Background: an optimization exercise with open tools, aiming at small area and a short achievable clock period. Do not read the settings as production practice. Function was checked by simulation only, so behaviour that the tests miss may differ from the original.

== rev 12 ==
Design iir_filter, start of the top module:
module iir_filter(
    input clk,
    input rst,
    input signed [11:0] signal_i,
    output signed [11:0] signal_o
    );
reg [11:0] y0, y1, y2, y3, y4;    
reg [11:0] x1, x2, x3, x4, x5;    
reg [20:0] q, r;
wire ws_1, ws_2;
iir_fa u_ws_1 (.a(x1[1]), .b(x1[8]), .c(y0[0]), .s(ws_1), .co(ws_2));
wire ws_3, ws_4;
iir_fa u_ws_3 (.a(x1[2]), .b(x1[9]), .c(y0[1]), .s(ws_3), .co(ws_4));
wire ws_5, ws_6;
iir_fa u_ws_5 (.a(x1[3]), .b(x1[10]), .c(y0[2]), .s(ws_5), .co(ws_6));
wire ws_7, ws_8;
iir_fa u_ws_7 (.a(x1[4]), .b(x1[11]), .c(y0[3]), .s(ws_7), .co(ws_8));
wire ws_9, ws_10;
iir_fa u_ws_9 (.a(x1[5]), .b(y0[4]), .c(y0[8]), .s(ws_9), .co(ws_10));
wire ws_11, ws_12;
iir_fa u_ws_11 (.a(x1[6]), .b(y0[5]), .c(y0[9]), .s(ws_11), .co(ws_12));
wire ws_13, ws_14;
iir_fa u_ws_13 (.a(x1[7]), .b(y0[6]), .c(y0[10]), .s(ws_13), .co(ws_14));
wire ws_15, ws_16;
iir_fa u_ws_15 (.a(x1[8]), .b(y0[7]), .c(y0[11]), .s(ws_15), .co(ws_16));
wire ws_17, ws_18;
iir_fa u_ws_17 (.a(x1[0]), .b(x1[7]), .c(y0[3]), .s(ws_17), .co(ws_18));
wire ws_19, ws_20;
iir_fa u_ws_19 (.a(y0[4]), .b(q[8]), .c(ws_1), .s(ws_19), .co(ws_20));
wire ws_21, ws_22;
iir_fa u_ws_21 (.a(y0[5]), .b(q[9]), .c(ws_2), .s(ws_21), .co(ws_22));
wire ws_23, ws_24;
iir_fa u_ws_23 (.a(y0[6]), .b(q[10]), .c(ws_4), .s(ws_23), .co(ws_24));
wire ws_25, ws_26;
iir_fa u_ws_25 (.a(y0[7]), .b(q[11]), .c(ws_6), .s(ws_25), .co(ws_26));
wire ws_27, ws_28;
iir_fa u_ws_27 (.a(q[12]), .b(ws_8), .c(ws_9), .s(ws_27), .co(ws_28));
wire ws_29, ws_30;
iir_fa u_ws_29 (.a(q[13]), .b(ws_10), .c(ws_11), .s(ws_29), .co(ws_30));
wire ws_31, ws_32;
iir_fa u_ws_31 (.a(q[14]), .b(ws_12), .c(ws_13), .s(ws_31), .co(ws_32));
wire ws_33, ws_34;
iir_fa u_ws_33 (.a(q[15]), .b(ws_14), .c(ws_15), .s(ws_33), .co(ws_34));
wire ws_35, ws_36;
iir_fa u_ws_35 (.a(x1[9]), .b(y0[8]), .c(q[16]), .s(ws_35), .co(ws_36));
wire ws_37, ws_38;
iir_fa u_ws_37 (.a(x1[10]), .b(y0[9]), .c(q[17]), .s(ws_37), .co(ws_38));
wire ws_39, ws_40;
  ...
Size in the first run: about 1100 cells after synthesis, about 160 flip-flops, roughly 16000 sq um of cells after synthesis.
Settings: LEC_CHECK=0, CAP_MARGIN=0, CORE_MARGIN=2, CORE_UTILIZATION=40, CTS_BUF_LIST=sky130_fd_sc_hd__clkbuf_4 sky130_fd_sc_hd__clkbuf_8, PLACE_DENSITY=0.6, SLEW_MARGIN=0, SYNTH_HIERARCHICAL=1; clock period 14.5 ns.
run.sh (not shown) runs the stock make flow with config.mk's settings and CLKGATE_MAP_FILE= SYNTH_SCRIPT=/design/flow/synth_recipe.tcl, a recipe that flattens the netlist after the stock synthesis.
> inputs changed (rev 12 -> rev 13)
Settings: CORE_UTILIZATION changed from 40 to 60; PLACE_DENSITY changed from 0.6 to 0.8; SLEW_MARGIN changed from 0 to 20; CAP_MARGIN changed from 0 to 20.
## What came out
- Rev 13 finished every step from synthesis to the final layout, and the layout passed the timing, DRC and antenna checks.
- Rev 13 vs. rev 12: via count of the first global-routing pass now sits higher, final instance area fell by 1.3%.

========
Starting RTL as in the previous note.
clock: 14.5 ns
lec_check: 0
cap_margin: 20
core_margin: 2
core_utilization: 40
place_density: 0.6
slew_margin: 20
synth_hierarchical: 1
The starting point finished clean.
Rerun with:
- CTS_BUF_LIST: not set -> sky130_fd_sc_hd__clkbuf_4 sky130_fd_sc_hd__clkbuf_8
- CTS_CLUSTER_DIAMETER: not set -> 150
- CTS_CLUSTER_SIZE: not set -> 40
Outcome: Flip-flop and latch count stays the same. Fmax climbs by 0.74%. Via count climbs by about 0.34%. Hold slack degrades by 0.0049 ns. Non-clock buffer count does not change. Die area stays the same.

[afterwards: timing with drivers on the ports]
Ports are ideal in the flow. The routed layouts listed here were re-timed in OpenROAD.
Step 1 (the two cells are an assumption about what drives the block):
set clk [get_ports {clk}]
set_driving_cell -lib_cell sky130_fd_sc_hd__clkbuf_16 $clk
set_driving_cell -lib_cell sky130_fd_sc_hd__buf_2 [delete_from_list [all_inputs] $clk]
Step 2 moves the port delays by t, midway between the first and last clock arrival at a register: inputs arrive t later, outputs are due t later. That takes back most of the time a late clock gives input paths.
Three values: ideal ports, drivers, drivers and shift; two values: the first two.
run	t, ns	setup slack, ns	hold WS [ns]
rev 12	0.536	8.223 / 8.253 / 7.717	0.341 / 0.341 / 0.341
rev 13	0.526	8.158 / 8.184 / 7.658	0.347 / 0.347 / 0.347
the first run of note 2	0.502	8.176 / 8.211 / 7.709	0.346 / 0.346 / 0.346
the second run of note 2	0.536	8.223 / 8.253 / 7.717	0.341 / 0.341 / 0.341
After both steps every run listed still meets setup and hold.
